Background: an optimization exercise with open tools, aiming at small area and a short achievable clock period. Do not read the settings as production practice.
Only simulation tests tie the RTL to the original design; equivalence was not proved.

File: constraint.sdc
create_clock -name core_clock -period 19.0 [get_ports {clk}]
set_input_delay 3.8000 -clock core_clock [delete_from_list [all_inputs] [get_ports {clk}]]
set_output_delay 3.8000 -clock core_clock [all_outputs]
set_load 0.01 [all_outputs]
File: flow/run.sh
#!/bin/bash
# Standard ORFS layout, with buf_2 port buffers, and timing repair aiming for 10 ns of
# setup slack at the design's clock period (i.e. a tighter internal target).
set -euo pipefail
bash standard.sh "BUFFER_PORTS_ARGS=-buffer_cell sky130_fd_sc_hd__buf_2" "SETUP_SLACK_MARGIN=10" finish > make_finish.log 2>&1
File: standard.sh
#!/bin/bash
# synth_recipe.tcl (not shown) runs the flow's synth.tcl, then flattens the netlist and writes it again
# the make line also repeats each setting of config.mk as NAME=value (left out here)
make -C /OpenROAD-flow-scripts/flow DESIGN_CONFIG=/design/flow/config.mk WORK_HOME=/design/flow/orfs CLKGATE_MAP_FILE= SYNTH_SCRIPT=/design/flow/synth_recipe.tcl "${@:-finish}"
File: design.v
`timescale 1ns / 1ps
module HalfAdder(
    input a,
    input b,
    output f,
    output carryOut
    );
    assign f = a ^ b;
    assign carryOut = a & b;
endmodule
module HalfAdderN(
    input an,
    input bn,
    output fn,
    output carryOutN
    );
    Xnor2 x(an, bn, fn);
    Or2 o(an, bn, carryOutN);
endmodule
module Or2(input a, input b, output y);
    assign y = a | b;
endmodule
`timescale 1ns / 1ps
module FullAdder(
    input a,
    input b,
    input carryIn,
    output sum,
    output carryOut
    );
    assign sum = a ^ b ^ carryIn;
    assign carryOut = (a & b) | (a & carryIn) | (b & carryIn);
endmodule
`timescale 1ns / 1ps
module Inv(input a, output y);
    assign y = ~a;
endmodule
module Nand2(input a, input b, output y);
    assign y = ~(a & b);
endmodule
module Nor2(input a, input b, output y);
    assign y = ~(a | b);
endmodule
module Aoi21(input a, input b, input c, output y);
    assign y = ~((a & b) | c);
endmodule
module Oai21(input a, input b, input c, output y);
    assign y = ~((a | b) & c);
endmodule
module Xor2(input a, input b, output y);
    assign y = a ^ b;
endmodule
module Xnor2(input a, input b, output y);
    assign y = ~(a ^ b);
endmodule
module Ao21(input a, input b, input c, output y);
    assign y = (a & b) | c;
endmodule
module Ao22(input a, input b, input c, input d, output y);
    assign y = (a & b) | (c & d);
endmodule
`timescale 1ns / 1ps
module MACRegister(
    input clk,
    input rst,
    input [1:0] opcode,
    input [15:0] a,
    input [15:0] b,
    output [31:0] dataOut
    );
    reg [31:0] register;
    assign dataOut = register;
    wire [31:0] rt = ~register;
    wire pp0_0 = ~(a[0] & b[0]), pp0_1 = ~(a[0] & b[1]), pp0_2 = ~(a[0] & b[2]), pp0_3 = ~(a[0] & b[3]), pp0_4 = ~(a[0] & b[4]), pp0_5 = ~(a[0] & b[5]), pp0_6 = ~(a[0] & b[6]), pp0_7 = ~(a[0] & b[7]), pp0_8 = ~(a[0] & b[8]), pp0_9 = ~(a[0] & b[9]), pp0_10 = ~(a[0] & b[10]), pp0_11 = ~(a[0] & b[11]), pp0_12 = ~(a[0] & b[12]), pp0_13 = ~(a[0] & b[13]), pp0_14 = ~(a[0] & b[14]), pp0_15 = ~(a[0] & b[15]);
    wire pp1_0 = ~(a[1] & b[0]), pp1_1 = ~(a[1] & b[1]), pp1_2 = ~(a[1] & b[2]), pp1_3 = ~(a[1] & b[3]), pp1_4 = ~(a[1] & b[4]), pp1_5 = ~(a[1] & b[5]), pp1_6 = ~(a[1] & b[6]), pp1_7 = ~(a[1] & b[7]), pp1_8 = ~(a[1] & b[8]), pp1_9 = ~(a[1] & b[9]), pp1_10 = ~(a[1] & b[10]), pp1_11 = ~(a[1] & b[11]), pp1_12 = ~(a[1] & b[12]), pp1_13 = ~(a[1] & b[13]), pp1_14 = ~(a[1] & b[14]), pp1_15 = ~(a[1] & b[15]);
    wire pp2_0 = ~(a[2] & b[0]), pp2_1 = ~(a[2] & b[1]), pp2_2 = ~(a[2] & b[2]), pp2_3 = ~(a[2] & b[3]), pp2_4 = ~(a[2] & b[4]), pp2_5 = ~(a[2] & b[5]), pp2_6 = ~(a[2] & b[6]), pp2_7 = ~(a[2] & b[7]), pp2_8 = ~(a[2] & b[8]), pp2_9 = ~(a[2] & b[9]), pp2_10 = ~(a[2] & b[10]), pp2_11 = ~(a[2] & b[11]), pp2_12 = ~(a[2] & b[12]), pp2_13 = ~(a[2] & b[13]), pp2_14 = ~(a[2] & b[14]), pp2_15 = ~(a[2] & b[15]);
    wire pp3_0 = ~(a[3] & b[0]), pp3_1 = ~(a[3] & b[1]), pp3_2 = ~(a[3] & b[2]), pp3_3 = ~(a[3] & b[3]), pp3_4 = ~(a[3] & b[4]), pp3_5 = ~(a[3] & b[5]), pp3_6 = ~(a[3] & b[6]), pp3_7 = ~(a[3] & b[7]), pp3_8 = ~(a[3] & b[8]), pp3_9 = ~(a[3] & b[9]), pp3_10 = ~(a[3] & b[10]), pp3_11 = ~(a[3] & b[11]), pp3_12 = ~(a[3] & b[12]), pp3_13 = ~(a[3] & b[13]), pp3_14 = ~(a[3] & b[14]), pp3_15 = ~(a[3] & b[15]);
    wire pp4_0 = ~(a[4] & b[0]), pp4_1 = ~(a[4] & b[1]), pp4_2 = ~(a[4] & b[2]), pp4_3 = ~(a[4] & b[3]), pp4_4 = ~(a[4] & b[4]), pp4_5 = ~(a[4] & b[5]), pp4_6 = ~(a[4] & b[6]), pp4_7 = ~(a[4] & b[7]), pp4_8 = ~(a[4] & b[8]), pp4_9 = ~(a[4] & b[9]), pp4_10 = ~(a[4] & b[10]), pp4_11 = ~(a[4] & b[11]), pp4_12 = ~(a[4] & b[12]), pp4_13 = ~(a[4] & b[13]), pp4_14 = ~(a[4] & b[14]), pp4_15 = ~(a[4] & b[15]);
    wire pp5_0 = ~(a[5] & b[0]), pp5_1 = ~(a[5] & b[1]), pp5_2 = ~(a[5] & b[2]), pp5_3 = ~(a[5] & b[3]), pp5_4 = ~(a[5] & b[4]), pp5_5 = ~(a[5] & b[5]), pp5_6 = ~(a[5] & b[6]), pp5_7 = ~(a[5] & b[7]), pp5_8 = ~(a[5] & b[8]), pp5_9 = ~(a[5] & b[9]), pp5_10 = ~(a[5] & b[10]), pp5_11 = ~(a[5] & b[11]), pp5_12 = ~(a[5] & b[12]), pp5_13 = ~(a[5] & b[13]), pp5_14 = ~(a[5] & b[14]), pp5_15 = ~(a[5] & b[15]);
    wire pp6_0 = ~(a[6] & b[0]), pp6_1 = ~(a[6] & b[1]), pp6_2 = ~(a[6] & b[2]), pp6_3 = ~(a[6] & b[3]), pp6_4 = ~(a[6] & b[4]), pp6_5 = ~(a[6] & b[5]), pp6_6 = ~(a[6] & b[6]), pp6_7 = ~(a[6] & b[7]), pp6_8 = ~(a[6] & b[8]), pp6_9 = ~(a[6] & b[9]), pp6_10 = ~(a[6] & b[10]), pp6_11 = ~(a[6] & b[11]), pp6_12 = ~(a[6] & b[12]), pp6_13 = ~(a[6] & b[13]), pp6_14 = ~(a[6] & b[14]), pp6_15 = ~(a[6] & b[15]);
    wire pp7_0 = ~(a[7] & b[0]), pp7_1 = ~(a[7] & b[1]), pp7_2 = ~(a[7] & b[2]), pp7_3 = ~(a[7] & b[3]), pp7_4 = ~(a[7] & b[4]), pp7_5 = ~(a[7] & b[5]), pp7_6 = ~(a[7] & b[6]), pp7_7 = ~(a[7] & b[7]), pp7_8 = ~(a[7] & b[8]), pp7_9 = ~(a[7] & b[9]), pp7_10 = ~(a[7] & b[10]), pp7_11 = ~(a[7] & b[11]), pp7_12 = ~(a[7] & b[12]), pp7_13 = ~(a[7] & b[13]), pp7_14 = ~(a[7] & b[14]), pp7_15 = ~(a[7] & b[15]);
    wire pp8_0 = ~(a[8] & b[0]), pp8_1 = ~(a[8] & b[1]), pp8_2 = ~(a[8] & b[2]), pp8_3 = ~(a[8] & b[3]), pp8_4 = ~(a[8] & b[4]), pp8_5 = ~(a[8] & b[5]), pp8_6 = ~(a[8] & b[6]), pp8_7 = ~(a[8] & b[7]), pp8_8 = ~(a[8] & b[8]), pp8_9 = ~(a[8] & b[9]), pp8_10 = ~(a[8] & b[10]), pp8_11 = ~(a[8] & b[11]), pp8_12 = ~(a[8] & b[12]), pp8_13 = ~(a[8] & b[13]), pp8_14 = ~(a[8] & b[14]), pp8_15 = ~(a[8] & b[15]);
    wire pp9_0 = ~(a[9] & b[0]), pp9_1 = ~(a[9] & b[1]), pp9_2 = ~(a[9] & b[2]), pp9_3 = ~(a[9] & b[3]), pp9_4 = ~(a[9] & b[4]), pp9_5 = ~(a[9] & b[5]), pp9_6 = ~(a[9] & b[6]), pp9_7 = ~(a[9] & b[7]), pp9_8 = ~(a[9] & b[8]), pp9_9 = ~(a[9] & b[9]), pp9_10 = ~(a[9] & b[10]), pp9_11 = ~(a[9] & b[11]), pp9_12 = ~(a[9] & b[12]), pp9_13 = ~(a[9] & b[13]), pp9_14 = ~(a[9] & b[14]), pp9_15 = ~(a[9] & b[15]);
    wire pp10_0 = ~(a[10] & b[0]), pp10_1 = ~(a[10] & b[1]), pp10_2 = ~(a[10] & b[2]), pp10_3 = ~(a[10] & b[3]), pp10_4 = ~(a[10] & b[4]), pp10_5 = ~(a[10] & b[5]), pp10_6 = ~(a[10] & b[6]), pp10_7 = ~(a[10] & b[7]), pp10_8 = ~(a[10] & b[8]), pp10_9 = ~(a[10] & b[9]), pp10_10 = ~(a[10] & b[10]), pp10_11 = ~(a[10] & b[11]), pp10_12 = ~(a[10] & b[12]), pp10_13 = ~(a[10] & b[13]), pp10_14 = ~(a[10] & b[14]), pp10_15 = ~(a[10] & b[15]);
    wire pp11_0 = ~(a[11] & b[0]), pp11_1 = ~(a[11] & b[1]), pp11_2 = ~(a[11] & b[2]), pp11_3 = ~(a[11] & b[3]), pp11_4 = ~(a[11] & b[4]), pp11_5 = ~(a[11] & b[5]), pp11_6 = ~(a[11] & b[6]), pp11_7 = ~(a[11] & b[7]), pp11_8 = ~(a[11] & b[8]), pp11_9 = ~(a[11] & b[9]), pp11_10 = ~(a[11] & b[10]), pp11_11 = ~(a[11] & b[11]), pp11_12 = ~(a[11] & b[12]), pp11_13 = ~(a[11] & b[13]), pp11_14 = ~(a[11] & b[14]), pp11_15 = ~(a[11] & b[15]);
    wire pp12_0 = ~(a[12] & b[0]), pp12_1 = ~(a[12] & b[1]), pp12_2 = ~(a[12] & b[2]), pp12_3 = ~(a[12] & b[3]), pp12_4 = ~(a[12] & b[4]), pp12_5 = ~(a[12] & b[5]), pp12_6 = ~(a[12] & b[6]), pp12_7 = ~(a[12] & b[7]), pp12_8 = ~(a[12] & b[8]), pp12_9 = ~(a[12] & b[9]), pp12_10 = ~(a[12] & b[10]), pp12_11 = ~(a[12] & b[11]), pp12_12 = ~(a[12] & b[12]), pp12_13 = ~(a[12] & b[13]), pp12_14 = ~(a[12] & b[14]), pp12_15 = ~(a[12] & b[15]);
    wire pp13_0 = ~(a[13] & b[0]), pp13_1 = ~(a[13] & b[1]), pp13_2 = ~(a[13] & b[2]), pp13_3 = ~(a[13] & b[3]), pp13_4 = ~(a[13] & b[4]), pp13_5 = ~(a[13] & b[5]), pp13_6 = ~(a[13] & b[6]), pp13_7 = ~(a[13] & b[7]), pp13_8 = ~(a[13] & b[8]), pp13_9 = ~(a[13] & b[9]), pp13_10 = ~(a[13] & b[10]), pp13_11 = ~(a[13] & b[11]), pp13_12 = ~(a[13] & b[12]), pp13_13 = ~(a[13] & b[13]), pp13_14 = ~(a[13] & b[14]), pp13_15 = ~(a[13] & b[15]);
    wire pp14_0 = ~(a[14] & b[0]), pp14_1 = ~(a[14] & b[1]), pp14_2 = ~(a[14] & b[2]), pp14_3 = ~(a[14] & b[3]), pp14_4 = ~(a[14] & b[4]), pp14_5 = ~(a[14] & b[5]), pp14_6 = ~(a[14] & b[6]), pp14_7 = ~(a[14] & b[7]), pp14_8 = ~(a[14] & b[8]), pp14_9 = ~(a[14] & b[9]), pp14_10 = ~(a[14] & b[10]), pp14_11 = ~(a[14] & b[11]), pp14_12 = ~(a[14] & b[12]), pp14_13 = ~(a[14] & b[13]), pp14_14 = ~(a[14] & b[14]), pp14_15 = ~(a[14] & b[15]);
    wire pp15_0 = ~(a[15] & b[0]), pp15_1 = ~(a[15] & b[1]), pp15_2 = ~(a[15] & b[2]), pp15_3 = ~(a[15] & b[3]), pp15_4 = ~(a[15] & b[4]), pp15_5 = ~(a[15] & b[5]), pp15_6 = ~(a[15] & b[6]), pp15_7 = ~(a[15] & b[7]), pp15_8 = ~(a[15] & b[8]), pp15_9 = ~(a[15] & b[9]), pp15_10 = ~(a[15] & b[10]), pp15_11 = ~(a[15] & b[11]), pp15_12 = ~(a[15] & b[12]), pp15_13 = ~(a[15] & b[13]), pp15_14 = ~(a[15] & b[14]), pp15_15 = ~(a[15] & b[15]);
    wire s1, c2, s3, c4, s5, c6, s7, c8, s9, c10, s11, c12, s13, c14, s15, c16;
    wire s17, c18, s19, c20, s21, c22, s23, c24, s25, c26, s27, c28, s29, c30, s31, c32;
    wire s33, c34, s35, c36, s37, c38, s39, c40, s41, c42, s43, c44, s45, c46, s47, c48;
    wire s49, c50, s51, c52, s53, c54, s55, c56, s57, c58, s59, c60, s61, c62, s63, c64;
    wire s65, c66, s67, c68, s69, c70, s71, c72, s73, c74, s75, c76, s77, c78, s79, c80;
    wire s81, c82, s83, c84, s85, c86, s87, c88, s89, c90, s91, c92, s93, c94, s95, c96;
    wire s97, c98, s99, c100, s101, c102, s103, c104, s105, c106, s107, c108, s109, c110, s111, c112;
    wire s113, c114, s115, c116, s117, c118, s119, c120, s121, c122, s123, c124, s125, c126, s127, c128;
    wire s129, c130, s131, c132, s133, c134, s135, c136, s137, c138, s139, c140, s141, c142, s143, c144;
    wire s145, c146, s147, c148, s149, c150, s151, c152, s153, c154, s155, c156, s157, c158, s159, c160;
    wire s161, c162, s163, c164, s165, c166, s167, c168, s169, c170, s171, c172, s173, c174, s175, c176;
    wire s177, c178, s179, c180, s181, c182, s183, c184, s185, c186, s187, c188, s189, c190, s191, c192;
    wire s193, c194, s195, c196, s197, c198, s199, c200, s201, c202, s203, c204, s205, c206, s207, c208;
    wire s209, c210, s211, c212, s213, c214, s215, c216, s217, c218, s219, c220, s221, c222, s223, c224;
    wire s225, c226, s227, c228, s229, c230, s231, c232, s233, c234, s235, c236, s237, c238, s239, c240;
    wire s241, c242, s243, c244, s245, c246, s247, c248, s249, c250, s251, c252, s253, c254, s255, c256;
    wire s257, c258, s259, c260, s261, c262, s263, c264, s265, c266, s267, c268, s269, c270, s271, c272;
    wire s273, c274, s275, c276, s277, c278, s279, c280, s281, c282, s283, c284, s285, c286, s287, c288;
    wire s289, c290, s291, c292, s293, c294, s295, c296, s297, c298, s299, c300, s301, c302, s303, c304;
    wire s305, c306, s307, c308, s309, c310, s311, c312, s313, c314, s315, c316, s317, c318, s319, c320;
    wire s321, c322, s323, c324, s325, c326, s327, c328, s329, c330, s331, c332, s333, c334, s335, c336;
    wire s337, c338, s339, c340, s341, c342, s343, c344, s345, c346, s347, c348, s349, c350, s351, c352;
    wire s353, c354, s355, c356, s357, c358, s359, c360, s361, c362, s363, c364, s365, c366, s367, c368;
    wire s369, c370, s371, c372, s373, c374, s375, c376, s377, c378, s379, c380, s381, c382, s383, c384;
    wire s385, c386, s387, c388, s389, c390, s391, c392, s393, c394, s395, c396, s397, c398, s399, c400;
    wire s401, c402, s403, c404, s405, c406, s407, c408, s409, c410, s411, c412, s413, c414, s415, c416;
    wire s417, c418, s419, c420, s421, c422, s423, c424, s425, c426, s427, c428, s429, c430, s431, c432;
    wire s433, c434, s435, c436, s437, c438, s439, c440, s441, c442, s443, c444, s445, c446, s447, c448;
    wire s449, c450, s451, c452, s453, c454, s455, c456, s457, c458, s459, c460, s461, c462, s463, c464;
    wire s465, c466, s467, c468, s469, c470, s471, c472, s473, c474, s475, c476, s477, c478, s479, c480;
    wire s481, c482, s483, c484, s485, c486, s487, c488, s489, c490, s491, c492;
    HalfAdderN ha0(rt[12], pp0_12, s1, c2);
    FullAdder fa0(rt[13], pp0_13, pp10_3, s3, c4);
    HalfAdderN ha1(pp11_2, pp12_1, s5, c6);
    FullAdder fa1(rt[14], pp0_14, pp10_4, s7, c8);
    FullAdder fa2(pp11_3, pp12_2, pp13_1, s9, c10);
    HalfAdderN ha2(pp14_0, pp1_13, s11, c12);
    FullAdder fa3(rt[15], pp0_15, pp10_5, s13, c14);
    FullAdder fa4(pp11_4, pp12_3, pp13_2, s15, c16);
    FullAdder fa5(pp14_1, pp15_0, pp1_14, s17, c18);
    HalfAdderN ha3(pp2_13, pp3_12, s19, c20);
    FullAdder fa6(rt[16], pp10_6, pp11_5, s21, c22);
    FullAdder fa7(pp12_4, pp13_3, pp14_2, s23, c24);
    FullAdder fa8(pp15_1, pp1_15, pp2_14, s25, c26);
    HalfAdderN ha4(pp3_13, pp4_12, s27, c28);
    FullAdder fa9(rt[17], pp10_7, pp11_6, s29, c30);
    FullAdder fa10(pp12_5, pp13_4, pp14_3, s31, c32);
    FullAdder fa11(pp15_2, pp2_15, pp3_14, s33, c34);
    FullAdder fa12(rt[18], pp10_8, pp11_7, s35, c36);
    FullAdder fa13(pp12_6, pp13_5, pp14_4, s37, c38);
    FullAdder fa14(rt[19], pp10_9, pp11_8, s39, c40);
    HalfAdderN ha5(rt[8], pp0_8, s41, c42);
    FullAdder fa15(rt[9], pp0_9, pp1_8, s43, c44);
    HalfAdderN ha6(pp2_7, pp3_6, s45, c46);
    FullAdder fa16(rt[10], pp0_10, pp10_0, s47, c48);
    FullAdder fa17(pp1_9, pp2_8, pp3_7, s49, c50);
    HalfAdderN ha7(pp4_6, pp5_5, s51, c52);
    FullAdder fa18(rt[11], pp0_11, pp10_1, s53, c54);
    FullAdder fa19(pp11_0, pp1_10, pp2_9, s55, c56);
    FullAdder fa20(pp3_8, pp4_7, pp5_6, s57, c58);
    HalfAdderN ha8(pp6_5, pp7_4, s59, c60);
    FullAdder fa21(pp10_2, pp11_1, pp12_0, s61, c62);
    FullAdder fa22(pp1_11, pp2_10, pp3_9, s63, c64);
    FullAdder fa23(pp4_8, pp5_7, pp6_6, s65, c66);
    FullAdder fa24(pp7_5, pp8_4, pp9_3, s67, c68);
    FullAdder fa25(pp13_0, pp1_12, pp2_11, s69, c70);
    FullAdder fa26(pp3_10, pp4_9, pp5_8, s71, c72);
    FullAdder fa27(pp6_7, pp7_6, pp8_5, s73, c74);
    FullAdder fa28(pp9_4, c2, s5, s75, c76);
    FullAdder fa29(pp2_12, pp3_11, pp4_10, s77, c78);
    FullAdder fa30(pp5_9, pp6_8, pp7_7, s79, c80);
    FullAdder fa31(pp8_6, pp9_5, c6, s81, c82);
    FullAdder fa32(s11, c4, s7, s83, c84);
    FullAdder fa33(pp4_11, pp5_10, pp6_9, s85, c86);
    FullAdder fa34(pp7_8, pp8_7, pp9_6, s87, c88);
    FullAdder fa35(c12, s19, c8, s89, c90);
    FullAdder fa36(c10, s13, s15, s91, c92);
    FullAdder fa37(pp5_11, pp6_10, pp7_9, s93, c94);
    FullAdder fa38(pp8_8, pp9_7, c20, s95, c96);
    FullAdder fa39(s27, c14, c16, s97, c98);
    FullAdder fa40(c18, s21, s23, s99, c100);
    FullAdder fa41(pp4_13, pp5_12, pp6_11, s101, c102);
    FullAdder fa42(pp7_10, pp8_9, pp9_8, s103, c104);
    FullAdder fa43(c28, c22, c24, s105, c106);
    FullAdder fa44(c26, s29, s31, s107, c108);
    FullAdder fa45(pp15_3, pp3_15, pp4_14, s109, c110);
    FullAdder fa46(pp5_13, pp6_12, pp7_11, s111, c112);
    FullAdder fa47(pp8_10, pp9_9, c30, s113, c114);
    FullAdder fa48(c32, c34, s35, s115, c116);
    FullAdder fa49(pp12_7, pp13_6, pp14_5, s117, c118);
    FullAdder fa50(pp15_4, pp4_15, pp5_14, s119, c120);
    FullAdder fa51(pp6_13, pp7_12, pp8_11, s121, c122);
    FullAdder fa52(pp9_10, c36, c38, s123, c124);
    FullAdder fa53(rt[20], pp10_10, pp11_9, s125, c126);
    FullAdder fa54(pp12_8, pp13_7, pp14_6, s127, c128);
    FullAdder fa55(pp15_5, pp5_15, pp6_14, s129, c130);
    FullAdder fa56(pp7_13, pp8_12, pp9_11, s131, c132);
    FullAdder fa57(rt[21], pp10_11, pp11_10, s133, c134);
    FullAdder fa58(pp12_9, pp13_8, pp14_7, s135, c136);
    FullAdder fa59(pp15_6, pp6_15, pp7_14, s137, c138);
    FullAdder fa60(rt[22], pp10_12, pp11_11, s139, c140);
    FullAdder fa61(pp12_10, pp13_9, pp14_8, s141, c142);
    FullAdder fa62(rt[23], pp10_13, pp11_12, s143, c144);
    HalfAdderN ha9(rt[5], pp0_5, s145, c146);
    FullAdder fa63(rt[6], pp0_6, pp1_5, s147, c148);
    HalfAdderN ha10(pp2_4, pp3_3, s149, c150);
    FullAdder fa64(rt[7], pp0_7, pp1_6, s151, c152);
    FullAdder fa65(pp2_5, pp3_4, pp4_3, s153, c154);
    HalfAdderN ha11(pp5_2, pp6_1, s155, c156);
    FullAdder fa66(pp1_7, pp2_6, pp3_5, s157, c158);
    FullAdder fa67(pp4_4, pp5_3, pp6_2, s159, c160);
    FullAdder fa68(pp7_1, pp8_0, s41, s161, c162);
    FullAdder fa69(pp4_5, pp5_4, pp6_3, s163, c164);
    FullAdder fa70(pp7_2, pp8_1, pp9_0, s165, c166);
    FullAdder fa71(c42, s45, s43, s167, c168);
    FullAdder fa72(pp6_4, pp7_3, pp8_2, s169, c170);
    FullAdder fa73(pp9_1, c46, s51, s171, c172);
    FullAdder fa74(c44, s47, s49, s173, c174);
    FullAdder fa75(pp8_3, pp9_2, c52, s175, c176);
    FullAdder fa76(s59, c48, c50, s177, c178);
    FullAdder fa77(s53, s55, s57, s179, c180);
    FullAdder fa78(c60, s1, c54, s181, c182);
    FullAdder fa79(c56, c58, s61, s183, c184);
    FullAdder fa80(s63, s65, s67, s185, c186);
    FullAdder fa81(c62, c64, c66, s187, c188);
    FullAdder fa82(c68, s3, s69, s189, c190);
    FullAdder fa83(s71, s73, s75, s191, c192);
    FullAdder fa84(c70, c72, c74, s193, c194);
    FullAdder fa85(s77, s79, s9, s195, c196);
    FullAdder fa86(c76, s81, s83, s197, c198);
    FullAdder fa87(c78, c80, s17, s199, c200);
    FullAdder fa88(s85, s87, c82, s201, c202);
    FullAdder fa89(c84, s89, s91, s203, c204);
    FullAdder fa90(c86, c88, s25, s205, c206);
    FullAdder fa91(s93, s95, c90, s207, c208);
    FullAdder fa92(s97, c92, s99, s209, c210);
    FullAdder fa93(c94, s101, s103, s211, c212);
    FullAdder fa94(s33, c96, c98, s213, c214);
    FullAdder fa95(s105, c100, s107, s215, c216);
    FullAdder fa96(c102, c104, s109, s217, c218);
    FullAdder fa97(s111, s37, c106, s219, c220);
    FullAdder fa98(s113, c108, s115, s221, c222);
    FullAdder fa99(c110, c112, s39, s223, c224);
    FullAdder fa100(s117, s119, s121, s225, c226);
    FullAdder fa101(c114, s123, c116, s227, c228);
    FullAdder fa102(c40, c118, c120, s229, c230);
    FullAdder fa103(c122, s125, s127, s231, c232);
    FullAdder fa104(s129, s131, c124, s233, c234);
    FullAdder fa105(pp8_13, pp9_12, c126, s235, c236);
    FullAdder fa106(c128, c130, c132, s237, c238);
    FullAdder fa107(s133, s135, s137, s239, c240);
    FullAdder fa108(pp15_7, pp7_15, pp8_14, s241, c242);
    FullAdder fa109(pp9_13, c134, c136, s243, c244);
    FullAdder fa110(c138, s139, s141, s245, c246);
    FullAdder fa111(pp12_11, pp13_10, pp14_9, s247, c248);
    FullAdder fa112(pp15_8, pp8_15, pp9_14, s249, c250);
    FullAdder fa113(c140, c142, s143, s251, c252);
    FullAdder fa114(rt[24], pp10_14, pp11_13, s253, c254);
    FullAdder fa115(pp12_12, pp13_11, pp14_10, s255, c256);
    FullAdder fa116(pp15_9, pp9_15, c144, s257, c258);
    FullAdder fa117(rt[25], pp10_15, pp11_14, s259, c260);
    FullAdder fa118(pp12_13, pp13_12, pp14_11, s261, c262);
    FullAdder fa119(rt[26], pp11_15, pp12_14, s263, c264);
    HalfAdderN ha12(rt[3], pp0_3, s265, c266);
    FullAdder fa120(rt[4], pp0_4, pp1_3, s267, c268);
    HalfAdderN ha13(pp2_2, pp3_1, s269, c270);
    FullAdder fa121(pp1_4, pp2_3, pp3_2, s271, c272);
    FullAdder fa122(pp4_1, pp5_0, s145, s273, c274);
    FullAdder fa123(pp4_2, pp5_1, pp6_0, s275, c276);
    FullAdder fa124(c146, s149, s147, s277, c278);
    FullAdder fa125(pp7_0, c150, s155, s279, c280);
    FullAdder fa126(c148, s151, s153, s281, c282);
    FullAdder fa127(c156, c152, c154, s283, c284);
    FullAdder fa128(s157, s159, s161, s285, c286);
    FullAdder fa129(c158, c160, s163, s287, c288);
    FullAdder fa130(s165, c162, s167, s289, c290);
    FullAdder fa131(c164, c166, s169, s291, c292);
    FullAdder fa132(s171, c168, s173, s293, c294);
    FullAdder fa133(c170, c172, s175, s295, c296);
    FullAdder fa134(c174, s177, s179, s297, c298);
    FullAdder fa135(c176, c178, s181, s299, c300);
    FullAdder fa136(c180, s183, s185, s301, c302);
    FullAdder fa137(c182, c184, c186, s303, c304);
    FullAdder fa138(s187, s189, s191, s305, c306);
    FullAdder fa139(c188, c190, s193, s307, c308);
    FullAdder fa140(s195, c192, s197, s309, c310);
    FullAdder fa141(c194, c196, s199, s311, c312);
    FullAdder fa142(s201, c198, s203, s313, c314);
    FullAdder fa143(c200, s205, c202, s315, c316);
    FullAdder fa144(s207, c204, s209, s317, c318);
    FullAdder fa145(c206, s211, c208, s319, c320);
    FullAdder fa146(s213, c210, s215, s321, c322);
    FullAdder fa147(c212, s217, c214, s323, c324);
    FullAdder fa148(s219, c216, s221, s325, c326);
    FullAdder fa149(c218, s223, s225, s327, c328);
    FullAdder fa150(c220, c222, s227, s329, c330);
    FullAdder fa151(c224, s229, c226, s331, c332);
    FullAdder fa152(s231, s233, c228, s333, c334);
    FullAdder fa153(s235, c230, c232, s335, c336);
    FullAdder fa154(s237, s239, c234, s337, c338);
    FullAdder fa155(s241, c236, s243, s339, c340);
    FullAdder fa156(c238, c240, s245, s341, c342);
    FullAdder fa157(c242, s247, s249, s343, c344);
    FullAdder fa158(c244, c246, s251, s345, c346);
    FullAdder fa159(c248, c250, s253, s347, c348);
    FullAdder fa160(s255, s257, c252, s349, c350);
    FullAdder fa161(pp15_10, c254, c256, s351, c352);
    FullAdder fa162(s259, s261, c258, s353, c354);
    FullAdder fa163(pp13_13, pp14_12, pp15_11, s355, c356);
    FullAdder fa164(c260, c262, s263, s357, c358);
    FullAdder fa165(rt[27], pp12_15, pp13_14, s359, c360);
    FullAdder fa166(pp14_13, pp15_12, c264, s361, c362);
    FullAdder fa167(rt[28], pp13_15, pp14_14, s363, c364);
    HalfAdderN ha14(rt[2], pp0_2, s365, c366);
    FullAdder fa168(pp1_2, pp2_1, pp3_0, s367, c368);
    FullAdder fa169(pp4_0, c266, s269, s369, c370);
    FullAdder fa170(c270, c268, s271, s371, c372);
    FullAdder fa171(c272, s275, c274, s373, c374);
    FullAdder fa172(c276, s279, c278, s375, c376);
    FullAdder fa173(c280, c282, s283, s377, c378);
    FullAdder fa174(c284, s287, c286, s379, c380);
    FullAdder fa175(c288, s291, c290, s381, c382);
    FullAdder fa176(c292, s295, c294, s383, c384);
    FullAdder fa177(c296, s299, c298, s385, c386);
    FullAdder fa178(c300, c302, s303, s387, c388);
    FullAdder fa179(c304, s307, c306, s389, c390);
    FullAdder fa180(c308, s311, c310, s391, c392);
    FullAdder fa181(c312, s315, c314, s393, c394);
    FullAdder fa182(c316, s319, c318, s395, c396);
    FullAdder fa183(c320, s323, c322, s397, c398);
    FullAdder fa184(s327, c324, c326, s399, c400);
    FullAdder fa185(c328, s331, c330, s401, c402);
    FullAdder fa186(s335, c332, s337, s403, c404);
    FullAdder fa187(c336, s339, s341, s405, c406);
    FullAdder fa188(s343, c340, c342, s407, c408);
    FullAdder fa189(c344, s347, c346, s409, c410);
    FullAdder fa190(s351, c348, s353, s411, c412);
    FullAdder fa191(s355, c352, s357, s413, c414);
    FullAdder fa192(c356, s359, s361, s415, c416);
    FullAdder fa193(pp15_13, c360, s363, s417, c418);
    FullAdder fa194(rt[29], pp14_15, pp15_14, s419, c420);
    HalfAdderN ha15(rt[1], pp0_1, s421, c422);
    FullAdder fa195(pp1_1, pp2_0, s365, s423, c424);
    FullAdder fa196(c366, s265, s367, s425, c426);
    FullAdder fa197(c368, s267, s369, s427, c428);
    FullAdder fa198(c370, s273, s371, s429, c430);
    FullAdder fa199(c372, s277, s373, s431, c432);
    FullAdder fa200(s281, c374, s375, s433, c434);
    FullAdder fa201(c376, s285, s377, s435, c436);
    FullAdder fa202(c378, s289, s379, s437, c438);
    FullAdder fa203(s293, c380, s381, s439, c440);
    FullAdder fa204(s297, c382, s383, s441, c442);
    FullAdder fa205(s301, c384, s385, s443, c444);
    FullAdder fa206(s305, c386, s387, s445, c446);
    FullAdder fa207(c388, s309, s389, s447, c448);
    FullAdder fa208(s313, c390, s391, s449, c450);
    FullAdder fa209(s317, c392, s393, s451, c452);
    FullAdder fa210(s321, c394, s395, s453, c454);
    FullAdder fa211(s325, c396, s397, s455, c456);
    FullAdder fa212(s329, c398, s399, s457, c458);
    FullAdder fa213(s333, c400, s401, s459, c460);
    FullAdder fa214(c334, s403, c402, s461, c462);
    FullAdder fa215(c338, s405, c404, s463, c464);
    FullAdder fa216(s345, c406, s407, s465, c466);
    FullAdder fa217(s349, c408, s409, s467, c468);
    FullAdder fa218(c350, s411, c410, s469, c470);
    FullAdder fa219(c354, s413, c412, s471, c472);
    FullAdder fa220(c358, c414, s415, s473, c474);
    FullAdder fa221(c362, s417, c416, s475, c476);
    FullAdder fa222(c364, s419, c418, s477, c478);
    FullAdder fa223(rt[30], pp15_15, c420, s479, c480);
    HalfAdderN ha16(rt[0], pp0_0, s481, c482);
    FullAdder fa224(pp1_0, c482, s421, s483, c484);
    FullAdder fa225(c422, c484, s423, s485, c486);
    FullAdder fa226(c424, s425, c486, s487, c488);
    FullAdder fa227(c426, s427, c488, s489, c490);
    FullAdder fa228(c428, s429, c490, s491, c492);
    wire [31:0] x = {c480, c478, c476, c474, c472, c470, c468, c466, c464, c462, c460, c458, c456, c454, c452, c450, c448, c446, c444, c442, c440, c438, c436, c434, c432, c430, s491, s489, s487, s485, s483, s481};
    wire [31:0] y = {rt[31], s479, s477, s475, s473, s471, s469, s467, s465, s463, s461, s459, s457, s455, s453, s451, s449, s447, s445, s443, s441, s439, s437, s435, s433, s431, 1'b1, 1'b1, 1'b1, 1'b1, 1'b1, 1'b1};
    wire n493, n494, n495, n496, n497, n498, n499, n500, n501, n502, n503, n504, n505, n506, n507, n508, n509, n510, n511, n512, n513, n514, n515, n516, n517, n518, n519, n520, n521, n522, n523, n524, n525, n526, n527, n528, n529, n530, n531, n532, n533, n534, n535, n536, n537, n538, n539, n540, n541, n542, n543, n544, n545, n546, n547, n548, n549, n550, n551, n552, n553, n554, n555, n556, n557, n558, n559, n560, n561, n562, n563, n564, n565, n566, n567, n568, n569, n570, n571, n572, n573, n574, n575, n576, n577, n578, n579, n580, n581, n582, n583, n584, n585, n586, n587, n588, n589, n590, n591, n592, n593, n594, n595, n596, n597, n598, n599, n600, n601, n602, n603, n604, n605, n606, n607, n608, n609, n610, n611, n612, n613, n614, n615, n616, n617, n618, n619, n620, n621, n622, n623, n624, n625, n626, n627, n628, n629, n630, n631, n632, n633, n634, n635, n636, n637, n638, n639, n640, n641, n642, n643, n644, n645, n646, n647, n648, n649, n650, n651, n652, n653, n654, n655, n656, n657, n658, n659, n660, n661, n662, n663, n664, n665, n666, n667, n668, n669, n670, n671, n672, n673, n674, n675, n676, n677, n678, n679, n680, n681, n682, n683, n684, n685, n686, n687, n688, n689, n690, n691, n692, n693, n694, n695, n696, n697, n698, n699, n700, n701, n702, n703, n704, n705, n706, n707, n708;
    Xor2 u_n493(x[6], y[6], n493);
    Nand2 u_n494(x[6], y[6], n494);
    Nor2 u_n495(x[6], y[6], n495);
    Inv u_n496(c492, n496);
    Oai21 u_n497(n495, n496, n494, n497);
    Xor2 u_n498(x[7], y[7], n498);
    Nand2 u_n499(x[7], y[7], n499);
    Nor2 u_n500(x[7], y[7], n500);
    Xor2 u_n501(x[8], y[8], n501);
    Nand2 u_n502(x[8], y[8], n502);
    Nor2 u_n503(x[8], y[8], n503);
    Xor2 u_n504(x[9], y[9], n504);
    Nand2 u_n505(x[9], y[9], n505);
    Nor2 u_n506(x[9], y[9], n506);
    Xor2 u_n507(x[10], y[10], n507);
    Nand2 u_n508(x[10], y[10], n508);
    Nor2 u_n509(x[10], y[10], n509);
    Xor2 u_n510(x[11], y[11], n510);
    Nand2 u_n511(x[11], y[11], n511);
    Nor2 u_n512(x[11], y[11], n512);
    Xor2 u_n513(x[12], y[12], n513);
    Nand2 u_n514(x[12], y[12], n514);
    Nor2 u_n515(x[12], y[12], n515);
    Xor2 u_n516(x[13], y[13], n516);
    Nand2 u_n517(x[13], y[13], n517);
    Nor2 u_n518(x[13], y[13], n518);
    Xor2 u_n519(x[14], y[14], n519);
    Nand2 u_n520(x[14], y[14], n520);
    Nor2 u_n521(x[14], y[14], n521);
    Xor2 u_n522(x[15], y[15], n522);
    Nand2 u_n523(x[15], y[15], n523);
    Nor2 u_n524(x[15], y[15], n524);
    Xor2 u_n525(x[16], y[16], n525);
    Nand2 u_n526(x[16], y[16], n526);
    Nor2 u_n527(x[16], y[16], n527);
    Xor2 u_n528(x[17], y[17], n528);
    Nand2 u_n529(x[17], y[17], n529);
    Nor2 u_n530(x[17], y[17], n530);
    Xor2 u_n531(x[18], y[18], n531);
    Nand2 u_n532(x[18], y[18], n532);
    Nor2 u_n533(x[18], y[18], n533);
    Xor2 u_n534(x[19], y[19], n534);
    Nand2 u_n535(x[19], y[19], n535);
    Nor2 u_n536(x[19], y[19], n536);
    Xor2 u_n537(x[20], y[20], n537);
    Nand2 u_n538(x[20], y[20], n538);
    Nor2 u_n539(x[20], y[20], n539);
    Xor2 u_n540(x[21], y[21], n540);
    Nand2 u_n541(x[21], y[21], n541);
    Nor2 u_n542(x[21], y[21], n542);
    Xor2 u_n543(x[22], y[22], n543);
    Nand2 u_n544(x[22], y[22], n544);
    Nor2 u_n545(x[22], y[22], n545);
    Xor2 u_n546(x[23], y[23], n546);
    Nand2 u_n547(x[23], y[23], n547);
    Nor2 u_n548(x[23], y[23], n548);
    Xor2 u_n549(x[24], y[24], n549);
    Nand2 u_n550(x[24], y[24], n550);
    Nor2 u_n551(x[24], y[24], n551);
    Xor2 u_n552(x[25], y[25], n552);
    Nand2 u_n553(x[25], y[25], n553);
    Nor2 u_n554(x[25], y[25], n554);
    Xor2 u_n555(x[26], y[26], n555);
    Nand2 u_n556(x[26], y[26], n556);
    Nor2 u_n557(x[26], y[26], n557);
    Xor2 u_n558(x[27], y[27], n558);
    Nand2 u_n559(x[27], y[27], n559);
    Nor2 u_n560(x[27], y[27], n560);
    Xor2 u_n561(x[28], y[28], n561);
    Nand2 u_n562(x[28], y[28], n562);
    Nor2 u_n563(x[28], y[28], n563);
    Xor2 u_n564(x[29], y[29], n564);
    Nand2 u_n565(x[29], y[29], n565);
    Nor2 u_n566(x[29], y[29], n566);
    Xor2 u_n567(x[30], y[30], n567);
    Nand2 u_n568(x[30], y[30], n568);
    Nor2 u_n569(x[30], y[30], n569);
    Xor2 u_n570(x[31], y[31], n570);
    Nand2 u_n571(x[31], y[31], n571);
    Nor2 u_n572(x[31], y[31], n572);
    Inv u_n573(n497, n573);
    Oai21 u_n574(n500, n573, n499, n574);
    Oai21 u_n575(n506, n502, n505, n575);
    Nor2 u_n576(n506, n503, n576);
    Oai21 u_n577(n512, n508, n511, n577);
    Nor2 u_n578(n512, n509, n578);
    Oai21 u_n579(n518, n514, n517, n579);
    Nor2 u_n580(n518, n515, n580);
    Oai21 u_n581(n524, n520, n523, n581);
    Nor2 u_n582(n524, n521, n582);
    Oai21 u_n583(n530, n526, n529, n583);
    Nor2 u_n584(n530, n527, n584);
    Oai21 u_n585(n536, n532, n535, n585);
    Nor2 u_n586(n536, n533, n586);
    Oai21 u_n587(n542, n538, n541, n587);
    Nor2 u_n588(n542, n539, n588);
    Oai21 u_n589(n548, n544, n547, n589);
    Nor2 u_n590(n548, n545, n590);
    Oai21 u_n591(n554, n550, n553, n591);
    Nor2 u_n592(n554, n551, n592);
    Oai21 u_n593(n560, n556, n559, n593);
    Nor2 u_n594(n560, n557, n594);
    Oai21 u_n595(n566, n562, n565, n595);
    Nor2 u_n596(n566, n563, n596);
    Oai21 u_n597(n572, n568, n571, n597);
    Nor2 u_n598(n572, n569, n598);
    Inv u_n599(n574, n599);
    Oai21 u_n600(n503, n599, n502, n600);
    Aoi21 u_n601(n576, n574, n575, n601);
    Inv u_n602(n577, n602);
    Oai21 u_n603(n515, n602, n514, n603);
    Inv u_n604(n578, n604);
    Nor2 u_n605(n515, n604, n605);
    Aoi21 u_n606(n580, n577, n579, n606);
    Nand2 u_n607(n580, n578, n607);
    Inv u_n608(n581, n608);
    Oai21 u_n609(n527, n608, n526, n609);
    Inv u_n610(n582, n610);
    Nor2 u_n611(n527, n610, n611);
    Aoi21 u_n612(n584, n581, n583, n612);
    Nand2 u_n613(n584, n582, n613);
    Inv u_n614(n585, n614);
    Oai21 u_n615(n539, n614, n538, n615);
    Inv u_n616(n586, n616);
    Nor2 u_n617(n539, n616, n617);
    Aoi21 u_n618(n588, n585, n587, n618);
    Nand2 u_n619(n588, n586, n619);
    Inv u_n620(n589, n620);
    Oai21 u_n621(n551, n620, n550, n621);
    Inv u_n622(n590, n622);
    Nor2 u_n623(n551, n622, n623);
    Aoi21 u_n624(n592, n589, n591, n624);
    Nand2 u_n625(n592, n590, n625);
    Inv u_n626(n593, n626);
    Oai21 u_n627(n563, n626, n562, n627);
    Inv u_n628(n594, n628);
    Nor2 u_n629(n563, n628, n629);
    Aoi21 u_n630(n596, n593, n595, n630);
    Nand2 u_n631(n596, n594, n631);
    Oai21 u_n632(n509, n601, n508, n632);
    Inv u_n633(n601, n633);
    Aoi21 u_n634(n578, n633, n577, n634);
    Aoi21 u_n635(n605, n633, n603, n635);
    Oai21 u_n636(n607, n601, n606, n636);
    Oai21 u_n637(n533, n612, n532, n637);
    Nor2 u_n638(n533, n613, n638);
    Inv u_n639(n612, n639);
    Aoi21 u_n640(n586, n639, n585, n640);
    Inv u_n641(n613, n641);
    Nand2 u_n642(n586, n641, n642);
    Aoi21 u_n643(n617, n639, n615, n643);
    Nand2 u_n644(n617, n641, n644);
    Oai21 u_n645(n619, n612, n618, n645);
    Nor2 u_n646(n619, n613, n646);
    Oai21 u_n647(n557, n624, n556, n647);
    Nor2 u_n648(n557, n625, n648);
    Inv u_n649(n624, n649);
    Aoi21 u_n650(n594, n649, n593, n650);
    Inv u_n651(n625, n651);
    Nand2 u_n652(n594, n651, n652);
    Aoi21 u_n653(n629, n649, n627, n653);
    Nand2 u_n654(n629, n651, n654);
    Oai21 u_n655(n631, n624, n630, n655);
    Nor2 u_n656(n631, n625, n656);
    Inv u_n657(n636, n657);
    Oai21 u_n658(n521, n657, n520, n658);
    Aoi21 u_n659(n582, n636, n581, n659);
    Aoi21 u_n660(n611, n636, n609, n660);
    Oai21 u_n661(n613, n657, n612, n661);
    Aoi21 u_n662(n638, n636, n637, n662);
    Oai21 u_n663(n642, n657, n640, n663);
    Oai21 u_n664(n644, n657, n643, n664);
    Aoi21 u_n665(n646, n636, n645, n665);
    Inv u_n666(n655, n666);
    Oai21 u_n667(n569, n666, n568, n667);
    Inv u_n668(n656, n668);
    Nor2 u_n669(n569, n668, n669);
    Aoi21 u_n670(n598, n655, n597, n670);
    Nand2 u_n671(n598, n656, n671);
    Oai21 u_n672(n545, n665, n544, n672);
    Inv u_n673(n665, n673);
    Aoi21 u_n674(n590, n673, n589, n674);
    Aoi21 u_n675(n623, n673, n621, n675);
    Oai21 u_n676(n625, n665, n624, n676);
    Aoi21 u_n677(n648, n673, n647, n677);
    Oai21 u_n678(n652, n665, n650, n678);
    Oai21 u_n679(n654, n665, n653, n679);
    Aoi21 u_n680(n656, n673, n655, n680);
    Aoi21 u_n681(n669, n673, n667, n681);
    Oai21 u_n682(n671, n665, n670, n682);
    wire sM = ~rst & (opcode == 2'd2);
    wire sL = ~rst & (opcode == 2'd1);
    wire sH = ~rst & (opcode[0] == opcode[1]);
    wire [31:0] other, nxt;
    Ao22 u_o0(sL, b[0], sH, register[0], other[0]);
    Ao22 u_o1(sL, b[1], sH, register[1], other[1]);
    Ao22 u_o2(sL, b[2], sH, register[2], other[2]);
    Ao22 u_o3(sL, b[3], sH, register[3], other[3]);
    Ao22 u_o4(sL, b[4], sH, register[4], other[4]);
    Ao22 u_o5(sL, b[5], sH, register[5], other[5]);
    Ao22 u_o6(sL, b[6], sH, register[6], other[6]);
    Ao22 u_o7(sL, b[7], sH, register[7], other[7]);
    Ao22 u_o8(sL, b[8], sH, register[8], other[8]);
    Ao22 u_o9(sL, b[9], sH, register[9], other[9]);
    Ao22 u_o10(sL, b[10], sH, register[10], other[10]);
    Ao22 u_o11(sL, b[11], sH, register[11], other[11]);
    Ao22 u_o12(sL, b[12], sH, register[12], other[12]);
    Ao22 u_o13(sL, b[13], sH, register[13], other[13]);
    Ao22 u_o14(sL, b[14], sH, register[14], other[14]);
    Ao22 u_o15(sL, b[15], sH, register[15], other[15]);
    Ao22 u_o16(sL, a[0], sH, register[16], other[16]);
    Ao22 u_o17(sL, a[1], sH, register[17], other[17]);
    Ao22 u_o18(sL, a[2], sH, register[18], other[18]);
    Ao22 u_o19(sL, a[3], sH, register[19], other[19]);
    Ao22 u_o20(sL, a[4], sH, register[20], other[20]);
    Ao22 u_o21(sL, a[5], sH, register[21], other[21]);
    Ao22 u_o22(sL, a[6], sH, register[22], other[22]);
    Ao22 u_o23(sL, a[7], sH, register[23], other[23]);
    Ao22 u_o24(sL, a[8], sH, register[24], other[24]);
    Ao22 u_o25(sL, a[9], sH, register[25], other[25]);
    Ao22 u_o26(sL, a[10], sH, register[26], other[26]);
    Ao22 u_o27(sL, a[11], sH, register[27], other[27]);
    Ao22 u_o28(sL, a[12], sH, register[28], other[28]);
    Ao22 u_o29(sL, a[13], sH, register[29], other[29]);
    Ao22 u_o30(sL, a[14], sH, register[30], other[30]);
    Ao22 u_o31(sL, a[15], sH, register[31], other[31]);
    assign nxt[0] = (sM & ~x[0]) | other[0];
    assign nxt[1] = (sM & ~x[1]) | other[1];
    assign nxt[2] = (sM & ~x[2]) | other[2];
    assign nxt[3] = (sM & ~x[3]) | other[3];
    assign nxt[4] = (sM & ~x[4]) | other[4];
    assign nxt[5] = (sM & ~x[5]) | other[5];
    Xnor2 u_n683(n493, c492, n683);
    Ao21 u_d6(sM, n683, other[6], nxt[6]);
    Xnor2 u_n684(n498, n497, n684);
    Ao21 u_d7(sM, n684, other[7], nxt[7]);
    Xnor2 u_n685(n501, n574, n685);
    Ao21 u_d8(sM, n685, other[8], nxt[8]);
    Xnor2 u_n686(n504, n600, n686);
    Ao21 u_d9(sM, n686, other[9], nxt[9]);
    Xor2 u_n687(n507, n601, n687);
    Ao21 u_d10(sM, n687, other[10], nxt[10]);
    Xnor2 u_n688(n510, n632, n688);
    Ao21 u_d11(sM, n688, other[11], nxt[11]);
    Xor2 u_n689(n513, n634, n689);
    Ao21 u_d12(sM, n689, other[12], nxt[12]);
    Xor2 u_n690(n516, n635, n690);
    Ao21 u_d13(sM, n690, other[13], nxt[13]);
    Xnor2 u_n691(n519, n636, n691);
    Ao21 u_d14(sM, n691, other[14], nxt[14]);
    Xnor2 u_n692(n522, n658, n692);
    Ao21 u_d15(sM, n692, other[15], nxt[15]);
    Xor2 u_n693(n525, n659, n693);
    Ao21 u_d16(sM, n693, other[16], nxt[16]);
    Xor2 u_n694(n528, n660, n694);
    Ao21 u_d17(sM, n694, other[17], nxt[17]);
    Xnor2 u_n695(n531, n661, n695);
    Ao21 u_d18(sM, n695, other[18], nxt[18]);
    Xor2 u_n696(n534, n662, n696);
    Ao21 u_d19(sM, n696, other[19], nxt[19]);
    Xnor2 u_n697(n537, n663, n697);
    Ao21 u_d20(sM, n697, other[20], nxt[20]);
    Xnor2 u_n698(n540, n664, n698);
    Ao21 u_d21(sM, n698, other[21], nxt[21]);
    Xor2 u_n699(n543, n665, n699);
    Ao21 u_d22(sM, n699, other[22], nxt[22]);
    Xnor2 u_n700(n546, n672, n700);
    Ao21 u_d23(sM, n700, other[23], nxt[23]);
    Xor2 u_n701(n549, n674, n701);
    Ao21 u_d24(sM, n701, other[24], nxt[24]);
    Xor2 u_n702(n552, n675, n702);
    Ao21 u_d25(sM, n702, other[25], nxt[25]);
    Xnor2 u_n703(n555, n676, n703);
    Ao21 u_d26(sM, n703, other[26], nxt[26]);
    Xor2 u_n704(n558, n677, n704);
    Ao21 u_d27(sM, n704, other[27], nxt[27]);
    Xnor2 u_n705(n561, n678, n705);
    Ao21 u_d28(sM, n705, other[28], nxt[28]);
    Xnor2 u_n706(n564, n679, n706);
    Ao21 u_d29(sM, n706, other[29], nxt[29]);
    Xor2 u_n707(n567, n680, n707);
    Ao21 u_d30(sM, n707, other[30], nxt[30]);
    Xor2 u_n708(n570, n681, n708);
    Ao21 u_d31(sM, n708, other[31], nxt[31]);
    always @ (posedge clk)
        register <= nxt;
endmodule
File: config.mk
export PLATFORM = sky130hd
export DESIGN_NAME = MACRegister
export DESIGN_NICKNAME = MACRegister
export VERILOG_FILES = /design/flow/design.v
export SDC_FILE = /design/flow/constraint.sdc
export NUM_CORES = 4
export LEC_CHECK = 0
export CAP_MARGIN = 20
export CORE_MARGIN = 2
export CORE_UTILIZATION = 55
export PLACE_DENSITY = 0.75
export SETUP_SLACK_MARGIN = 1.0
export SLEW_MARGIN = 20
export SYNTH_HIERARCHICAL = 1
export SYNTH_MINIMUM_KEEP_SIZE = 0
==> metrics.log, run 1 <==
INFO  metric rsz0062_at_grt = false
INFO  metric yosysWarningCount = 7
INFO  metric worst_skew_pair.late_latency = 0.30 ns
INFO  metric synth_simple_gate_area_share = 15.6%
INFO  metric synth_xor_area_share = 6.71%
INFO  metric final.period_utilization = 46.0%
INFO  metric critical_path_class = input pin to flip-flop
INFO  metric drc = 0
INFO  metric fill_cells = around 1400
INFO  metric share_of_synthesized_area_spent_on_multiplexers = 0%
INFO  metric place.detailed.instances = between 1000 and 1500
INFO  metric sequential_cell_area = roughly 640 µm²
INFO  metric initial_core_util = 56.5%
INFO  metric placement.io_buffers = 67
INFO  metric h-tree-depth = 2
INFO  metric hold_viol = 0
INFO  metric detail_route.vias_per_cell = between 5 and 6
INFO  metric floorplan.die.height = roughly 130 µm
INFO  metric dr.pass1.iters = 5
INFO  metric outcome = complete, no violations
INFO  metric layout_min_cycle_time = roughly 8.7 ns
INFO  metric tritoncts = yes
INFO  metric post-cts-setup-buffer-count = 0
INFO  metric grt_start_max_net_pins = 33
INFO  metric ys_seq_elements = 32
INFO  metric netlist_instances = between 900 and 1000
INFO  metric global_route_wire_length_before_repair = between 30 and 40 mm
INFO  metric fin_worst_skew = approximately 0.0064 ns
INFO  metric worst-endpoint-required = 19.19 ns
INFO  metric synthesized_netlist_net_count = between 1000 and 1500
INFO  metric tns = 0 ns
INFO  metric die_x = about 130 µm
INFO  metric numClockSinks = 32
INFO  metric slew-limit-headroom = between 60 and 70%
INFO  metric registers.top_by_ff_count = register
INFO  metric final-instance-count-excl-fill = 1158
INFO  metric setup_viol = 0
INFO  metric largest_family_of_logic_cells_by_synthesized_area = adder cells
INFO  metric multi_input_area = ~7500 µm²
INFO  metric drt-total-wl = around 22 mm
INFO  metric grt_pass1_vias = approximately 7000
INFO  metric grt_overflow_total = 0
INFO  metric syn_avg_cell_area = 9.71 µm²
INFO  metric timing.critical_path.to_type = flip-flop
INFO  metric top_level_ports = 68
INFO  metric largest_registers = register (32)
INFO  metric reg_clk_slew_reported_paths = approximately 0.060 ns
INFO  metric synth_cell_area = 9010 µm²
INFO  metric yosysSeqAreaShare = 7.11%
INFO  metric synth_compound_area_share = about 9.7%
INFO  metric cap_viol_max_count = 0
INFO  metric hold-worst-slack = 0.572 ns
INFO  metric core_area = roughly 16000 µm²
INFO  metric final-max-slew-violation-count = 0
INFO  metric globalplace.congestion = between 0.8 and 0.9
INFO  metric flip_flop_count_of_the_largest_register_after_layout = 32
INFO  metric dieArea = roughly 17000 µm²
INFO  metric global_route.usage.total = ~28%
INFO  metric num-nets-final = 1209
INFO  metric cts-hold-fix-buffers = 0
INFO  metric grt_antenna_before_repair = 0
INFO  metric timing.critical_path.from_type = input pin
INFO  metric final_layout_size_suffix_gt1_share = ~11%
INFO  metric ant_nets = 0
INFO  metric ctsRootBufferMaster = clkbuf_16
INFO  metric drt-wirelength-per-cell = about 19 µm
INFO  metric place_hpwl = ~17 mm
INFO  metric initialDrtViolationCount = 594
INFO  metric max_clock_freq = 114 MHz
INFO  metric antenna_diodes = 0
INFO  metric cts_max_path_buffers = 2
INFO  metric post_layout_util = a little under three fifths
INFO  metric critical_path_fanout_max = 17
INFO  metric worst-endpoint-arrival = between 8 and 9 ns
INFO  metric post_cts.resized_instances = 0
INFO  metric cts_inserted_buffers = 5
INFO  metric netlist-cell-type-count = 20
INFO  metric num_vias = ~6600
INFO  metric std_cell_rows = between 40 and 50
INFO  metric tightest_slew = around 0.52 ns
INFO  metric post_synth_fa_ha_maj_area_fraction = around half
INFO  metric area_growth_syn_to_layout = 1.19%
INFO  metric holdCritPathClass = flip-flop to flip-flop
[Yosys cell counts]
| cell | n | share of area, % |
|---|---|---|
| xor2_1 | 38 | 3.7 |
| nand2_2 | 3 | 0.21 |
| clkbuf_8 | 4 | 0.61 |
| nand2_1 | 287 | 12 |
| a21o_1 | 26 | 2.2 |
| fa_1 | 229 | 51 |
| buf_4 | 17 | 1.4 |
| buf_6 | 43 | 5.4 |
| nor2_1 | 46 | 1.9 |
| ha_1 | 2 | 0.28 |
| or2_1 | 17 | 1.2 |
| nor2b_1 | 2 | 0.14 |
| a22o_1 | 32 | 3.1 |
| nand2b_4 | 1 | 0.15 |
| o21bai_1 | 6 | 0.50 |
| a21oi_2 | 21 | 2.0 |
| dfxtp_1 | 32 | 7.1 |
| o21ai_1 | 34 | 1.9 |
| xnor2_1 | 31 | 3.0 |
| inv_1 | 57 | 2.4 |
[cells in the final DEF (no fill, tap or decap)]
master,count
nand2_1,287
fa_1,229
buf_2,67
inv_1,57
nor2_1,46
xor2_1,38
o21ai_1,34
a22o_1,32
dfxtp_1,32
xnor2_1,31
a21o_1,26
a21oi_2,21
or2_1,17
o21bai_1,6
clkbuf_16,5
buf_4,4
nand2_2,3
nor2b_2,2
ha_1,2
nand2b_4,1
clkinv_2,1
clkbuf_1,1
[cell families after synthesis]
logic type | Yosys count
AND/OR/NAND/NOR | 356
adder cells (fa/ha/maj) | 231
buffers and inverters | 121
AO/OA/AOI/OAI | 119
XOR/XNOR | 69
flip-flops | 32
[Yosys stat by module (local to each module, per instance), excerpt]
| module | cells | cell area, µm² |
|---|---|---|
| Nor2 | 1 | 3.75 |
| Inv | 1 | 3.75 |
| Or2 | 1 | 6.26 |
| Aoi21 | 1 | 8.76 |
| Xnor2 | 1 | 8.76 |
| Xor2 | 1 | 8.76 |
| FullAdder | 1 | 20.0 |
| Ao21 | 1 | 7.51 |
| Nand2 | 1 | 3.75 |
| Oai21 | 1 | 5.00 |
| MACRegister | 398 | 2500 |
| Ao22 | 1 | 8.76 |
[worst paths after layout]
kind | depth (start not counted) | endpoint | slack, ns | from
worst max-delay path | 17 | register[24]$_DFF_P_ | 10.26 | a[11]
worst min-delay path | 2 | register[31]$_DFF_P_ | 0.57 | register[31]$_DFF_P_
worst min register to register | 2 | register[31]$_DFF_P_ | 0.57 | register[31]$_DFF_P_
worst max register to register | 16 | register[24]$_DFF_P_ | 13.75 | register[15]$_DFF_P_
[final cells by class]
class / count / area share [%]
Clock inverter: 1 / 0.0549
Clock buffer: 6 / 1.41
Timing Repair Buffer: 71 / 4.01
Inverter: 57 / 2.35
Multi-Input combinational cell: 775 / 82.2
Tap cell: 216 / 2.96
Sequential cell: 32 / 7.03
[worst max-delay path, cell delays in order]
cell and delay [ns]:
buf_2 0.34, nand2_1 0.15, fa_1 0.57, fa_1 0.44
fa_1 0.48, fa_1 0.41, fa_1 0.51, fa_1 0.46
nor2_1 0.20, nor2_1 0.10, a21oi_2 0.23, o21ai_1 0.12
a21oi_2 0.40, inv_1 0.27, a21oi_2 0.19, xor2_1 0.08
a21o_1 0.16
[routing by layer]
layer	up-vias	GRT usage (%)	wire length, µm
li1	2857	-	-
met5	-	0	0
met1	3292	37.1	8620
met4	0	10.7	928
met3	67	6.11	2070
met2	350	43.8	10600
[metrics by stage]
| stage | cell area [µm²] | setup WS (ns) |
|---|---|---|
| 4_1_cts | 9120 | 10.27 |
| 6_report | 9120 | 10.26 |
| 3_3_place_gp | 8980 | 10.15 |
| 5_1_grt | 9120 | 10.02 |
| 3_5_place_dp | 8980 | 9.97 |
| 2_1_floorplan | 9010 | 10.78 |
==> run 2: changes to the inputs <==
==> flow/run.sh (replaced) <==
#!/bin/bash
# Standard ORFS layout, with the port buffers made of buf_2 cells instead of the default choice.
set -euo pipefail
bash standard.sh "BUFFER_PORTS_ARGS=-buffer_cell sky130_fd_sc_hd__buf_2" finish > make_finish.log 2>&1
==> metrics.log, run 2 <==
INFO  metric yosysSeqAreaShare = 7.11% (unchanged)
INFO  metric tritoncts = yes
INFO  metric worst_skew_pair.late_latency = 0.30 ns (about the same)
INFO  metric global_route_wire_length_before_repair = 37.2 mm (unchanged)
INFO  metric netlist-cell-type-count = 20 (unchanged)
INFO  metric tns = 0 ns (unchanged)
INFO  metric ant_nets = 0 (unchanged)
INFO  metric final-max-slew-violation-count = 0 (unchanged)
INFO  metric synth_commonest_cells = nand2_1 (287), fa_1 (229), inv_1 (57), nor2_1 (46), buf_6 (43)
INFO  metric ys_async_sr_fraction = 0% (unchanged)
INFO  metric fin_worst_skew = 0.00644 ns (unchanged)
INFO  metric die_x = 132 µm (unchanged)
INFO  metric syn_avg_cell_area = 9.71 µm² (unchanged)
INFO  metric drt-wirelength-per-cell = 19.2 µm (unchanged)
INFO  metric area_growth_syn_to_layout = 1.19% (unchanged)
INFO  metric timing.critical_path.to_type = flip-flop
INFO  metric num_vias = 6566 (unchanged)
INFO  metric layout.cells.most_common_list = nand2_1 (287), fa_1 (229), buf_2 (67), inv_1 (57), nor2_1 (46)
INFO  metric ys_seq_elements = 32 (unchanged)
INFO  metric holdCritPathClass = flip-flop to flip-flop
INFO  metric timing.critical_path.from_type = input pin
INFO  metric top_level_ports = 68 (unchanged)
INFO  metric tightest_slew = 0.520 ns (unchanged)
INFO  metric synth_cell_area = 9010 µm² (unchanged)
INFO  metric std_cell_rows = 46 (unchanged)
INFO  metric final_layout_size_suffix_gt1_share = 11.0% (unchanged)
INFO  metric rsz0062_at_grt = false
INFO  metric post-cts-setup-buffer-count = 0 (unchanged)
INFO  metric worst-r2r-setup-slack = 13.75 ns (about the same)
INFO  metric reg_clk_slew_reported_paths = 0.06 ns (about the same)
INFO  metric final.period_utilization = 46.0% (unchanged)
INFO  metric detail_route.vias_per_cell = 5.67 (unchanged)
INFO  metric h-tree-depth = 2 (unchanged)
INFO  metric synthDominantCellAreaShare = 50.9% (unchanged)
INFO  metric cts_inserted_buffers = 5 (unchanged)
INFO  metric dr.pass1.iters = 5 (unchanged)
INFO  metric num-nets-final = 1209 (unchanged)
INFO  metric largest_registers = register (32)
INFO  metric initial_core_util = 56.5% (unchanged)
INFO  metric layout.cells.most_common = nand2_1
INFO  metric synthTopCellsByArea = fa_1 (51%), nand2_1 (12%), dfxtp_1 (7.1%)
INFO  metric layout_min_cycle_time = 8.74 ns (unchanged)
INFO  metric numClockSinks = 32 (unchanged)
INFO  metric core_area = 15900 µm² (unchanged)
INFO  metric slew-limit-headroom = 65.3% (unchanged)
INFO  metric flip_flop_count_of_the_largest_register_after_layout = 32 (unchanged)
INFO  metric netlist_instances = 928 (unchanged)
INFO  metric ctsRootBufferMaster = clkbuf_16
INFO  metric place_hpwl = 16.9 mm (unchanged)
INFO  metric yosysWarningCount = 7 (unchanged)
INFO  metric drt-total-wl = 22.2 mm (unchanged)
INFO  metric hold_viol = 0 (unchanged)
INFO  metric dieArea = 17400 µm² (unchanged)
INFO  metric placement.io_buffers = 67 (unchanged)
INFO  metric cts_max_path_buffers = 2 (unchanged)
INFO  metric worst-endpoint-required = 19.19 ns (about the same)
INFO  metric max_clock_freq = 114 MHz (unchanged)
INFO  metric synthFlopType = dfxtp_1
INFO  metric yosysMostFrequentCell = nand2_1
INFO  metric place.detailed.instances = 1151 (unchanged)
INFO  metric globalplace.congestion = 0.890 (unchanged)
INFO  metric grt_antenna_before_repair = 0 (unchanged)
INFO  metric antenna_diodes = 0 (unchanged)
INFO  metric final-instance-count-excl-fill = 1158 (unchanged)
INFO  metric critical_path_class = input pin to flip-flop
INFO  metric synth_area_leader_cell = fa_1
INFO  metric registers.top_by_ff_count = register
INFO  metric fill_cells = 1417 (unchanged)
INFO  metric synth-edff-count = 0 (unchanged)
INFO  metric cap_viol_max_count = 0 (unchanged)
INFO  metric global_route.usage.total = 27.5% (unchanged)
INFO  metric grt_overflow_total = 0 (unchanged)
INFO  metric drc = 0 (unchanged)
INFO  metric initialDrtViolationCount = 594 (unchanged)
INFO  metric worst-endpoint-arrival = 8.93 ns (about the same)
INFO  metric floorplan.die.height = 132 µm (unchanged)
INFO  metric cts-hold-fix-buffers = 0 (unchanged)
INFO  metric post_cts.resized_instances = 0 (unchanged)
INFO  metric grt_pass1_vias = 6978 (unchanged)
INFO  metric post_layout_util = 57.2% (unchanged)
INFO  metric outcome = complete, no violations
INFO  metric synthesized_netlist_net_count = 1195 (unchanged)
INFO  metric grt_start_max_net_pins = 33 (unchanged)
INFO  metric setup_viol = 0 (unchanged)
INFO  metric critical_path_fanout_max = 17 (unchanged)
## run 2: modules after synthesis, one instance, submodules excluded, excerpt
| module | area [µm²] | times used |
|---|---|---|
| FullAdder | 20.0 | 229 |
| Oai21 | 5.00 | 34 |
| MACRegister | 2500 | 1 |
| Nand2 | 3.75 | 34 |
| Aoi21 | 8.76 | 21 |
| Or2 | 6.26 | 17 |
| Xnor2 | 8.76 | 31 |
| Ao22 | 8.76 | 32 |
## run 2: layout make-up
class                           instances  area [µm²]  share of cell area (%)
Multi-Input combinational cell        775        7490                    82.2
Sequential cell                        32         641                    7.03
Timing Repair Buffer                   71         365                    4.01
Tap cell                              216         270                    2.96
Inverter                               57         214                    2.35
Clock buffer                            6         129                    1.41
Clock inverter                          1        5.00                  0.0549
## run 2: layer usage
layer / up-vias / part of all wire (%) / track usage [%] / wire [µm]
met5: - / 0 / 0 / 0
met4: 0 / 4.2 / 10.7 / 928
met3: 67 / 9.3 / 6.11 / 2070
met2: 350 / 48 / 43.8 / 10600
met1: 3292 / 39 / 37.1 / 8620
li1: 2857 / - / - / -
## run 2: cells by family after synthesis
family / after synthesis / share of synthesized area, %
simple gates: 356 / 15.6
fa+ha+maj: 231 / 51.2
buf+inv: 121 / 9.78
compound gates: 119 / 9.71
xor+xnor: 69 / 6.71
flops: 32 / 7.11
## run 2: worst paths after layout
kind | from | to | cells past startpoint
setup / recovery | a[11] | register[24]$_DFF_P_ | 17
hold / removal | register[31]$_DFF_P_ | register[31]$_DFF_P_ | 2
setup reg to reg | register[15]$_DFF_P_ | register[24]$_DFF_P_ | 16
hold reg to reg | register[31]$_DFF_P_ | register[31]$_DFF_P_ | 2
## run 2: stage by stage
step	instance area [µm²]	setup slack (ns)	hold slack (ns)
after floorplan	9010	10.78	0.604
after global placement	8980	10.15	0.549
after detailed placement	8980	9.97	0.549
after CTS	9120	10.27	0.571
after global routing	9120	10.02	0.594
final	9120	10.26	0.572
## run 2: critical path, cell delays in order
cell and delay (ns):
buf_2 0.34, nand2_1 0.15, fa_1 0.57, fa_1 0.44, fa_1 0.48, fa_1 0.41, fa_1 0.51, fa_1 0.46
nor2_1 0.20, nor2_1 0.10, a21oi_2 0.23, o21ai_1 0.12, a21oi_2 0.40, inv_1 0.27, a21oi_2 0.19, xor2_1 0.08
a21o_1 0.16

separate check: timing with driven ports:
The results above use ideal ports. As a check the final layouts listed here were re-extracted and re-timed, cells and wires unchanged. Step 1 sets driving cells, clkbuf_16 on the clock port and buf_2 on the other inputs (assumed; they add their load-dependent delay and slew). Step 2 adds t to the input delays and takes it off the output delays; t is the mean of the earliest and latest rising clock arrival at the registers after step 1. Input paths then give back, and output paths get back, about the clock's delay inside the block. a / b / c = ideal ports / drivers / drivers and shift; a / b = the first two.
run	t (ns)	setup slack, ns	worst setup path after step 2
run 1	0.338	10.257 / 10.278 / 9.940	input to register
run 2	0.338	10.257 / 10.278 / 9.940	input to register
After both steps setup and hold are still met in every run listed.
